What follows belongs to an exercise in optimizing a design on an open flow for small area, a short achievable clock period and few clock cycles per item; a production flow would make more cautious choices.
Function was not checked in any run shown here: the RTL went through the layout flow alone.
Power figures rest on the tool's default switching activity, not on a simulated workload.

## flow/design.v (module list and top-level ports; edited modules follow where they fit)
// module mult32x32_fast: 2067 lines
// module mfa: 4 lines
// module mha: 4 lines
// module mpg: 4 lines
// module mgpa: 4 lines
// module mgpb: 4 lines
// module mga: 3 lines
// module mgb: 3 lines
// module mencm: 10 lines
// module mencm0: 9 lines
// module mmx: 3 lines
// module menc: 4 lines
// module mbpp: 3 lines
module mult32x32_fast (
    input logic clk,
    input logic reset,
    input logic start,
    input logic [31:0] a,
    input logic [31:0] b,
    output logic busy,
    output logic [63:0] product
);
  // ...
==> flow/flow/run.sh <==
#!/bin/bash
# Own layout flow: the standard synthesis and layout (standard.sh), with two changes:
#  - before floorplanning, every combinational cell of the synthesized netlist is set to
#    the smallest drive strength of its footprint (flow/resize.py); registers are untouched,
#    and the layout's repair steps size cells up again where needed;
#  - ports are buffered with buf_2 instead of the default port buffer.
# Each tool's output goes to a log file in this folder.
set -euo pipefail
R=orfs/results/sky130hd/mult32x32_fast/base
export BUFFER_PORTS_ARGS="-buffer_cell sky130_fd_sc_hd__buf_2"
bash standard.sh synth > synth.log 2>&1
python3 flow/resize.py "$FLOW_HOME/platforms/sky130hd/lib/sky130_fd_sc_hd__tt_025C_1v80.lib" $R/1_2_yosys.v > resize.log 2>&1
touch $R/1_2_yosys.v
bash standard.sh > layout.log 2>&1
==> flow/flow/resize.py <==
#!/usr/bin/env python3
"""Size the combinational cells of the synthesized netlist by the fanout they drive:
each cell gets the variant of its footprint (same function and pins) whose drive suits its
fanout: the smallest for a fanout up to FO1, drive 2 up to FO2, else drive 4.
Flip-flops, latches and tie cells are left as synthesis made them. The layout's own repair
steps size cells again where slew, capacitance or timing need it.
usage: resize.py LIBERTY NETLIST [FO1 FO2]"""
import re, sys, collections
lib, path = sys.argv[1], sys.argv[2]
FO1 = int(sys.argv[3]) if len(sys.argv) > 3 else 5
FO2 = int(sys.argv[4]) if len(sys.argv) > 4 else 12
area, foot, seq, outs = {}, {}, set(), collections.defaultdict(set)
cur = None; pin = None
for line in open(lib):
    m = re.search(r'^\s*cell\s*\(\s*"?(sky130_fd_sc_hd__\w+)"?\s*\)', line)
    if m:
        cur = m.group(1); pin = None; continue
    if cur is None:
        continue
    m = re.search(r'^\s*area\s*:\s*([\d.]+)', line)
    if m: area[cur] = float(m.group(1))
    m = re.search(r'cell_footprint\s*:\s*"([^"]+)"', line)
    if m: foot[cur] = m.group(1)
    if re.search(r'^\s*(ff|latch|statetable)\s*\(', line): seq.add(cur)
    m = re.search(r'^\s*pin\s*\(\s*"?(\w+)"?\s*\)', line)
    if m: pin = m.group(1)
    if pin and re.search(r'direction\s*:\s*"?output', line): outs[cur].add(pin)
fam = collections.defaultdict(list)
for c, f in foot.items():
    if c in seq or "lpflow" in c or "probe" in c or c not in area:
        continue
    fam[f].append(c)
def strength(c):
    m = re.search(r'_(\d+)$', c)
    return int(m.group(1)) if m else 1
for f in fam:
    fam[f].sort(key=lambda c: (strength(c), area[c]))
text = open(path).read()
inst_re = re.compile(r'^(\s*)(sky130_fd_sc_hd__\w+)(\s+)(\S+)(\s*\((.*?)\);)', re.M | re.S)
insts = []
fanout = collections.Counter()
for m in inst_re.finditer(text):
    cell = m.group(2)
    conns = re.findall(r'\.(\w+)\(([^()]*)\)', m.group(6))
    o = [n.strip() for p, n in conns if p in outs.get(cell, ())]
    for p, n in conns:
        if p not in outs.get(cell, ()):
            fanout[n.strip()] += 1
    insts.append((m.start(2), m.end(2), cell, o))
out = []
last = 0
changes = collections.Counter()
for s, e, cell, o in insts:
    new = cell
    if cell not in seq and cell in foot and "conb" not in cell and foot[cell] in fam:
        fo = max([fanout[n] for n in o] + [0])
        want = 0 if fo <= FO1 else (2 if fo <= FO2 else 4)
        vs = fam[foot[cell]]
        ok = [v for v in vs if strength(v) >= want] or [vs[-1]]
        # the smallest area that gives the drive; among equal areas the strongest
        new = min(ok, key=lambda v: (area[v], -strength(v)))
    out.append(text[last:s]); out.append(new); last = e
    if new != cell: changes[(cell, new)] += 1
out.append(text[last:])
open(path, "w").write("".join(out))
for (a, b), n in sorted(changes.items()):
    print(f"{a} -> {b}: {n}")
==> flow/standard.sh <==
#!/bin/bash
# synth_recipe.tcl (not shown) runs the flow's synth.tcl, then flattens the netlist and writes it again
# the make line also repeats each setting of config.mk as NAME=value (left out here)
make -C /OpenROAD-flow-scripts/flow DESIGN_CONFIG=/design/flow/config.mk WORK_HOME=/design/flow/orfs CLKGATE_MAP_FILE= SYNTH_SCRIPT=/design/flow/synth_recipe.tcl "${@:-finish}"
==> flow/config.mk <==
export PLATFORM = sky130hd
export DESIGN_NAME = mult32x32_fast
export DESIGN_NICKNAME = mult32x32_fast
export VERILOG_FILES = /design/flow/design.v
export SDC_FILE = /design/flow/constraint.sdc
export NUM_CORES = 4
export LEC_CHECK = 0
export CAP_MARGIN = 20
export CORE_MARGIN = 2
export CORE_UTILIZATION = 40
export SETUP_SLACK_MARGIN = 4.8
export SLEW_MARGIN = 20
export SYNTH_HIERARCHICAL = 1
export SYNTH_MINIMUM_KEEP_SIZE = 0
export TNS_END_PERCENT = 0
==> flow/constraint.sdc <==
create_clock -name core_clock -period 10.0 [get_ports {clk}]
set_input_delay 2.0000 -clock core_clock [delete_from_list [all_inputs] [get_ports {clk}]]
set_output_delay 2.0000 -clock core_clock [all_outputs]
set_load 0.01 [all_outputs]
==> impl_metrics.tcl, run 1 <==
set metrics [dict create \
    final_nets 2421 \
    critical-path-top-delay-family "adder cells" \
    dieArea_um2 50700 \
    comb_cell_power_mw 7.31 \
    p_leak_nw 8.20 \
    postRouteAntennaNets 0 \
    status "no timing/DRC/antenna violations" \
    drt_iter0_drc 1470 \
    well_tap_count 622 \
    finalPower_mw 9.35 \
    top_area_cell_class "multi-input gates" \
    core-area_um2 48600 \
    wl_met3_um 4600 \
    maxPowerGroup "combinational cells" \
    layout_commonest_cell "xnor2_1" \
    nClkBuffers 17 \
    first_pass_iters 6 \
    wl_per_cell_um 25.4 \
    busiest_layer "met2" \
    rows 81 \
    yosys_warnings 7 \
    tns_ns 0 \
    htreeDepth 4 \
    initial_core_util_pct 40.2 \
    final_area_um2 22400 \
]
==> run 2, diff against run 1 <==
--- a/flow/config.mk
+++ b/flow/config.mk
@@ -9,4 +9,5 @@
 export CORE_MARGIN = 2
 export CORE_UTILIZATION = 40
+export CTS_BUF_LIST = sky130_fd_sc_hd__clkbuf_4 sky130_fd_sc_hd__clkbuf_8
 export SETUP_SLACK_MARGIN = 4.8
 export SLEW_MARGIN = 20
==> impl_metrics.tcl, run 2 <==
set metrics [dict create \
    core-area_um2 48600 \
    synth.cell_area_um2 19600 \
    cp-startpoint "b[5]" \
    fmax_ghz 0.186 \
    power_switching_mw 4.68 \
    grt_pass1_vias 16100 \
    cts_buffer_depth 2 \
    dieArea_um2 50700 \
    first_pass_iters 6 \
    worstPathArrival_ns 5.55 \
    critical-path-top-delay-family "adder cells" \
    via_per_inst 5.93 \
    min_path_type "reg2reg" \
    wirelength_um 66300 \
    swShare_pct 50.5 \
    worstPathCellList "buf_6, nor2_1, a221oi_2, a31oi_4, a22oi_2, xnor2_1, fa_1, fa_1, fa_1, fa_1, fa_1" \
    p_leak_nw 8.13 \
    pin_count 132 \
    r2r_start "busy" \
    dp_slack_ns 3.79 \
    top_regs "hcr x49, hsr x49, L x16" \
    relSlewSlack_pct 30.3 \
    syn_avg_cell_area_um2 10.8 \
    reg2reg_depth 11 \
    drv_cap 0 \
    postRouteAntennaNets 0 \
    die_h_um 225 \
    gp_congestion 0.937 \
    endpoint_kind "register" \
    wl_per_cell_um 25.4 \
    fin_crit_sh_pct 53.8 \
    rows 81 \
    overflow 0 \
    final_area_um2 22300 \
    worstHoldStart "hsr[0]" \
    max-vdd-ir-drop_mv 0.200 \
    holdWs_ns 0.673 \
    htreeDepth 4 \
    antenna_found_initial 1 \
    dpl_cell_area_um2 21000 \
    tns_ns 0 \
    hold_depth 1 \
    grt_first_pass_wirelength_um 101000 \
    post-place-cells 2549 \
    hpwl_um 51300 \
    die_w_um 225 \
    root_buffer "clkbuf_8" \
    setup_viol 0 \
    finalPower_mw 9.27 \
    critPathMaxFanout 18 \
    antennaDiodeCount 0 \
    layout_common_cells "xnor2_1 (298), fa_1 (262), a22oi_1 (240)" \
    worst_path_largest_cell_delay_ns 0.55 \
    cts.sinks 116 \
    path_buf_inv 1 \
    grt_start_max_net_pins 94 \
    slew_viol_final 0 \
    num_vias 15500 \
    syn2layout_area_growth_pct 14.1 \
    layout_commonest_cell "xnor2_1" \
    fin_cells 2616 \
    syn_nets 2252 \
    period_needed_ns 5.38 \
    grt_usage_pct 26.8 \
    fin_util_pct 45.9 \
    internal_power_mw 4.59 \
    drt_iter0_drc 1459 \
    seqPwrFrac_pct 15.5 \
    cp_common_cell "fa_1" \
    rsz0062_at_grt "true" \
    initial_core_util_pct 40.2 \
    cts_buffers 17 \
    p_per_area_nw_per_um2 415 \
    n_fill_cell 4561 \
    p_comb_share_pct 79.9 \
    clock_latency_ns 0.46 \
    io_buffers 131 \
    drive_above_1_share_pct 21.1 \
    worstSetupPathType "in2reg" \
    final_nets 2425 \
    cp-start-kind "input port" \
    cp.required_ns 10.16 \
    status "no timing/DRC/antenna violations" \
    cts_tree "yes" \
    setup_ws_ns 4.62 \
    crit_cells 11 \
    yosys_warnings 7 \
    fin_skew_ns 0.0261 \
    final-hold-violation-count 0 \
    synthCells 1808 \
    cpMaxStageDelayCell "fa_1" \
    drc 0 \
    tightest_slew_ns 1.04 \
    clk_pin_slew_ns 0.08 \
    power_frac_clock_pct 4.7 \
]
-- run 2: final cells by class --
class                           count  area [um^2]  share of cell area (%)
Timing Repair Buffer              170         1090                    4.89
Tap cell                          622          778                    3.49
Clock inverter                     15          135                   0.605
Inverter                           57          214                   0.959
Multi-Input combinational cell   1619        16400                    73.4
Clock buffer                       17          234                    1.05
Sequential cell                   116         3480                    15.6
-- run 2: metal layers --
| layer | up-vias | wire (um) | global-route usage (%) |
|---|---|---|---|
| met5 | - | 0 | 0 |
| met4 | 0 | 2080 | 7.71 |
| met3 | 96 | 4310 | 3.35 |
| met2 | 682 | 32500 | 46.1 |
| met1 | 7918 | 27400 | 35.4 |
| li1 | 6807 | - | - |
-- run 2: repair_timing --
item,4_1_cts,5_1_grt
cloned,1,0
gates resized for setup,107,21
setup endpoints to repair,98,97
hold buffers,0,0
buffers inserted,28,6
pin swaps,22,13
-- run 2: power groups by stage --
stage	Combinational [mW]	Sequential, mW	Clock (mW)
after floorplan	4.55	1.37	0
after global placement	7.03	1.45	0
after global routing	8.29	1.46	0.458
after CTS	7.35	1.44	0.439
final	7.40	1.43	0.434
after detailed placement	7.16	1.45	0
-- run 2: worst register-to-register path, delay by kind of cell (launching register included) --
family                   cells  cell delay [ns]
adder cells (fa/ha/maj)      7             3.02
buffers and inverters        2             0.79
flip-flops                   1             0.66
AND/OR/NAND/NOR              2             0.48
-- run 2: path summary, 6_finish.rpt --
check | endpoint | slack, ns
worst max-delay path | hcr[24] | 4.62
worst min-delay path | L[0] | 0.67
worst max register to register | hcr[37] | 4.80
worst min register to register | L[0] | 0.67
max in group asynchronous | busy | 8.56
min in group asynchronous | busy | 1.35
==> run 3, diff against run 2 <==
--- a/flow/config.mk
+++ b/flow/config.mk
@@ -10,5 +10,5 @@
 export CORE_UTILIZATION = 40
 export CTS_BUF_LIST = sky130_fd_sc_hd__clkbuf_4 sky130_fd_sc_hd__clkbuf_8
-export SETUP_SLACK_MARGIN = 4.8
+export SETUP_SLACK_MARGIN = 5.0
 export SLEW_MARGIN = 20
 export SYNTH_HIERARCHICAL = 1
==> impl_metrics.tcl, run 3 <==
set metrics [dict create \
    status "no timing/DRC/antenna violations" \
    drt_iter0_drc 1459 \
    wirelength_um 66300 \
    max-vdd-ir-drop_mv 0.200 \
    fin_skew_ns 0.0261 \
    finalPower_mw 9.27 \
    relSlewSlack_pct 30.3 \
    layout_commonest_cell "xnor2_1" \
    hold_buffers 0 \
    top_regs "hcr x49, hsr x49, L x16" \
    grt_pass1_vias 16100 \
    post-place-cells 2549 \
    syn_avg_cell_area_um2 10.8 \
    initial_core_util_pct 40.2 \
    fin_cells 2616 \
    clock_latency_ns 0.46 \
    syn2layout_area_growth_pct 14.1 \
    postRouteAntennaNets 0 \
    wl_per_cell_um 25.4 \
    yosys_warnings 7 \
    worstPathArrival_ns 5.55 \
    final-hold-violation-count 0 \
    tns_ns 0 \
    reg2reg_slack_ns 4.80 \
    setup_viol 0 \
    critPathMaxFanout 18 \
    fin_crit_sh_pct 53.8 \
    cp.required_ns 10.16 \
    tightest_slew_ns 1.04 \
    synthCells 1808 \
    synth.cell_area_um2 19600 \
    n_fill_cell 4561 \
    antennaDiodeCount 0 \
    grt_start_max_net_pins 94 \
    p_per_area_nw_per_um2 415 \
    gp_congestion 0.937 \
    dieArea_um2 50700 \
    cts_tree "yes" \
    cts.sinks 116 \
    num_vias 15500 \
    via_per_inst 5.93 \
    cts_buffer_depth 2 \
    pin_count 132 \
    p_leak_nw 8.13 \
    die_w_um 225 \
    grt_usage_pct 26.8 \
    reg2reg_depth 11 \
    rsz0062_at_grt "true" \
    drv_cap 0 \
    core-area_um2 48600 \
    hold_depth 1 \
    drc 0 \
    slew_viol_final 0 \
    die_h_um 225 \
    hpwl_um 51300 \
    final_nets 2425 \
    cp-start-kind "input port" \
    layout_common_cells "xnor2_1 (298), fa_1 (262), a22oi_1 (240)" \
    rows 81 \
    syn_nets 2252 \
    io_buffers 131 \
    worstSetupPathType "in2reg" \
    drive_above_1_share_pct 21.1 \
    htreeDepth 4 \
    min_path_type "reg2reg" \
    first_pass_iters 6 \
    root_buffer "clkbuf_8" \
    overflow 0 \
    endpoint_kind "register" \
    clk_pin_slew_ns 0.08 \
    period_needed_ns 5.38 \
    fmax_ghz 0.186 \
    grt_first_pass_wirelength_um 101000 \
    antenna_found_initial 1 \
    cts_buffers 17 \
]
run 3: report_power, final:
part | internal (mW) | switching, mW
clock | 0.197 | 0.237
sequential | 1.29 | 0.139
combinational | 3.09 | 4.30
run 3: worst max-delay path, stage by stage:
cell and delay, ns:
buf_6 0.19, nor2_1 0.09, a221oi_2 0.36, a31oi_4 0.14, a22oi_2 0.27, xnor2_1 0.11, fa_1 0.46, fa_1 0.48
fa_1 0.40, fa_1 0.47, fa_1 0.55
run 3: final timing paths:
kind,end,start
worst min register to register,L[0],hsr[0]
worst min-delay path,L[0],hsr[0]
worst max-delay path,hcr[24],b[5]
min in group asynchronous,busy,reset
max in group asynchronous,busy,reset
worst max register to register,hcr[37],busy
run 3: area by class of cell:
type | instances | area (um^2) | share of cell area [%]
Tap cell | 622 | 778 | 3.49
Sequential cell | 116 | 3480 | 15.6
Timing Repair Buffer | 170 | 1090 | 4.89
Clock inverter | 15 | 135 | 0.605
Clock buffer | 17 | 234 | 1.05
Inverter | 57 | 214 | 0.959
Multi-Input combinational cell | 1619 | 16400 | 73.4
run 3: metrics by stage:
stage	cell area, um^2	setup slack (ns)	hold WS, ns	util, %
floorplan	19600	4.32	0.553	-
global placement	21000	3.81	0.692	43.1
detailed placement	21000	3.79	0.695	43.1
CTS	22200	4.65	0.701	45.6
global route	22300	4.53	0.716	45.9
finish	22300	4.62	0.673	45.9
run 3: per-layer routing:
layer / vias up / wire length, um / track usage (%)
met3: 96 / 4310 / 3.35
met4: 0 / 2080 / 7.71
li1: 6807 / - / -
met2: 682 / 32500 / 46.1
met5: - / 0 / 0
met1: 7918 / 27400 / 35.4
run 3: timing repair:
| action | 4_1_cts | 5_1_grt |
|---|---|---|
| gates resized for setup | 107 | 21 |
| hold endpoints to repair | 0 | 0 |
| buffers inserted | 28 | 6 |
| gates cloned | 1 | 0 |
| pin swaps | 22 | 13 |
| endpoints found under the setup margin | 125 | 127 |
==> run 4, diff against run 3 <==
==> flow/flow/run.sh (replaced) <==
#!/bin/bash
# Own layout flow: the standard synthesis and layout (standard.sh), with these changes:
#  - before floorplanning, each combinational cell of the synthesized netlist gets the drive
#    strength its fanout calls for (flow/resize.py): the smallest variant of its footprint for
#    a small fanout, larger ones for large fanouts. Registers are untouched; the layout's repair
#    steps size cells again where slew, capacitance or timing need it;
#  - ports are buffered with buf_2 instead of the default port buffer;
#  - timing repair only sizes cells up and swaps pins (no buffering or cloning), and the
#    repair after global routing is skipped (the repair after clock tree synthesis remains).
# Each tool's output goes to a log file in this folder.
set -euo pipefail
R=orfs/results/sky130hd/mult32x32_fast/base
export BUFFER_PORTS_ARGS="-buffer_cell sky130_fd_sc_hd__buf_2"
export SKIP_INCREMENTAL_REPAIR=1
export SETUP_MOVE_SEQUENCE="sizeup,swap"
bash standard.sh synth > synth.log 2>&1
python3 flow/resize.py "$FLOW_HOME/platforms/sky130hd/lib/sky130_fd_sc_hd__tt_025C_1v80.lib" $R/1_2_yosys.v > resize.log 2>&1
touch $R/1_2_yosys.v
bash standard.sh > layout.log 2>&1
--- a/flow/config.mk
+++ b/flow/config.mk
@@ -10,5 +10,5 @@
 export CORE_UTILIZATION = 40
 export CTS_BUF_LIST = sky130_fd_sc_hd__clkbuf_4 sky130_fd_sc_hd__clkbuf_8
-export SETUP_SLACK_MARGIN = 5.0
+export SETUP_SLACK_MARGIN = 4.8
 export SLEW_MARGIN = 20
 export SYNTH_HIERARCHICAL = 1
==> impl_metrics.tcl, run 4 <==
set metrics [dict create \
    cts.sinks 116 \
    clock_latency_ns 0.46 \
    cp.required_ns 10.17 \
    hold_end "L[0]" \
    hold_depth 1 \
    grt_start_max_net_pins 93 \
    num_vias 15200 \
    hpwl_um 51300 \
    core-area_um2 48600 \
    worstHoldStart "hsr[0]" \
    cts_resized 59 \
    final_area_um2 21600 \
    grt_usage_pct 26.0 \
    synth.cell_area_um2 19600 \
    synthCells 1808 \
    via_per_inst 5.90 \
    gp_congestion 0.937 \
    reg2reg_depth 13 \
    die_h_um 225 \
    wl_met3_um 4310 \
    cts_tree "yes" \
    die_w_um 225 \
    postRouteAntennaNets 0 \
    drv_cap 0 \
    p_leak_nw 7.88 \
    swShare_pct 50.7 \
    cts_buffer_depth 2 \
    critPathMaxFanout 18 \
    r2r_start "busy" \
    p_per_area_nw_per_um2 421 \
    setup_viol 0 \
    reg2reg_slack_ns 4.52 \
    cpMaxStageDelayCell "a31oi_2" \
    pin_count 132 \
    post_cts_buffers 0 \
    drt_iter0_drc 1424 \
    hold_buffers 0 \
    antennaDiodeCount 0 \
    drive_above_1_share_pct 17.4 \
    initial_core_util_pct 40.2 \
    internal_power_mw 4.48 \
    grt_first_pass_wirelength_um 98500 \
    critical-path-top-delay-family "adder cells" \
    power_frac_clock_pct 4.7 \
    root_buffer "clkbuf_8" \
    period_needed_ns 5.55 \
    syn2layout_area_growth_pct 10.6 \
    syn_avg_cell_area_um2 10.8 \
    wirelength_um 64400 \
    worstPathCellList "buf_2, a221oi_1, a31oi_2, a22oi_1, xnor2_1, fa_1, fa_1, fa_1, fa_1, fa_1" \
    fin_skew_ns 0.0309 \
    cts_buffers 17 \
    grt_pass1_vias 15800 \
    htreeDepth 4 \
    tightest_slew_ns 1.03 \
    fmax_ghz 0.180 \
    layout_common_cells "xnor2_1 (298), fa_1 (275), a22oi_1 (248)" \
    overflow 0 \
    clk_pin_slew_ns 0.08 \
    worstPathArrival_ns 5.72 \
    worstSetupPathType "in2reg" \
    endpoint_kind "register" \
    antenna_found_initial 1 \
    status "no timing/DRC/antenna violations" \
    first_pass_iters 6 \
    p_comb_share_pct 79.5 \
    relSlewSlack_pct 31.2 \
    layout_commonest_cell "xnor2_1" \
    cp_common_cell "fa_1" \
    final_nets 2390 \
    dpl_cell_area_um2 21000 \
    max-vdd-ir-drop_mv 0.205 \
    seqPwrFrac_pct 15.8 \
    tns_ns 0 \
    yosys_warnings 7 \
    top_regs "hcr x49, hsr x49, L x16" \
    worst_path_largest_cell_delay_ns 0.54 \
    slew_viol_final 0 \
    syn_nets 2252 \
    holdWs_ns 0.687 \
    final-hold-violation-count 0 \
    wl_met1_um 26500 \
    io_buffers 131 \
    path_buf_inv 1 \
    route.met2.wl_um 31900 \
    dieArea_um2 50700 \
    fin_crit_sh_pct 55.5 \
    wl_per_cell_um 25.0 \
    cp-start-kind "input port" \
    highest_layer "met4" \
    rows 81 \
    regToRegEndpoint "hcr[37]" \
    power_switching_mw 4.61 \
    min_path_type "reg2reg" \
    drc 0 \
]
[run 4: changes by cell type in the layout (fill, tap and decap cells not counted), moves of 5 or more]
cell,change
buf_2,+6
buf_4,-29
a221oi_1,+11
a221oi_2,-10
fa_1,+13
o21ai_4,-6
buf_6,-5
fa_2,-13
a22oi_1,+8
a22oi_2,-8
[run 4: worst max path at each step]
stage | start | end | slack [ns] | depth (start not counted)
floorplan | b[31] | hcr[34] | 4.32 | 9
global placement | b[15] | hcr[18] | 3.81 | 9
global route | hcr[1] | product[33] | 4.26 | 11
CTS | b[13] | hcr[14] | 4.50 | 9
detailed placement | b[15] | hcr[18] | 3.79 | 9
finish | b[7] | hcr[21] | 4.45 | 10
[run 4: per-layer routing]
metal | GRT usage [%] | vias up
met1 | 34.4 | 7736
li1 | - | 6724
met3 | 3.32 | 81
met4 | 6.81 | 0
met5 | 0 | -
met2 | 44.9 | 690
[run 4: cell type report]
cell class / instances / area (um^2)
Sequential cell: 116 / 3480
Inverter: 57 / 214
Multi-Input combinational cell: 1618 / 16000
Fill cell: 4619 / 27000
Timing Repair Buffer: 136 / 758
Clock inverter: 15 / 135
Clock buffer: 17 / 234
Tap cell: 622 / 778
[run 4: power groups by stage]
stage               Sequential, mW  Clock, mW  Combinational [mW]
CTS                           1.44      0.439                7.23
floorplan                     1.37          0                4.55
global placement              1.45          0                7.03
global route                  1.46      0.458                8.09
detailed placement            1.45          0                7.16
finish                        1.44      0.432                7.23
[run 4: stage by stage]
step	util (%)	setup WS, ns	power (mW)	cells
2_1_floorplan	-	4.32	5.92	1808
3_3_place_gp	43.1	3.81	8.48	2549
3_5_place_dp	43.1	3.79	8.61	2549
4_1_cts	44.5	4.50	9.11	2581
5_1_grt	44.5	4.26	10.0	2581
6_report	44.5	4.45	9.10	2581

==> what the ideal ports hide <==
Ports are ideal in the flow. The routed layouts listed here were re-timed in OpenROAD.
Step 1: set_driving_cell puts a clkbuf_16 on clk and a buf_2 on each other input, an assumption about the parent block.
Step 2 times the ports against the registers' clock, not the clock port: input delays grow and output delays shrink by t, the midpoint of the rising clock arrivals with the driver on.
Three values: no drivers, after step 1, after step 2; two values: the first two.
run | t, ns | setup WS [ns] | worst hold slack (ns) | clock arrival spread, ns
run 1 | 0.475 | 4.511 / 4.537 / 4.062 | 0.671 / 0.671 / 0.671 | 0.020 / 0.021
run 2 | 0.496 | 4.616 / 4.621 / 4.125 | 0.673 / 0.673 / 0.673 | 0.027 / 0.026
run 3 | 0.496 | 4.616 / 4.621 / 4.125 | 0.673 / 0.673 / 0.673 | 0.027 / 0.026
run 4 | 0.495 | 4.446 / 4.475 / 3.980 | 0.687 / 0.687 / 0.687 | 0.031 / 0.030
After both steps every run listed still meets setup and hold.
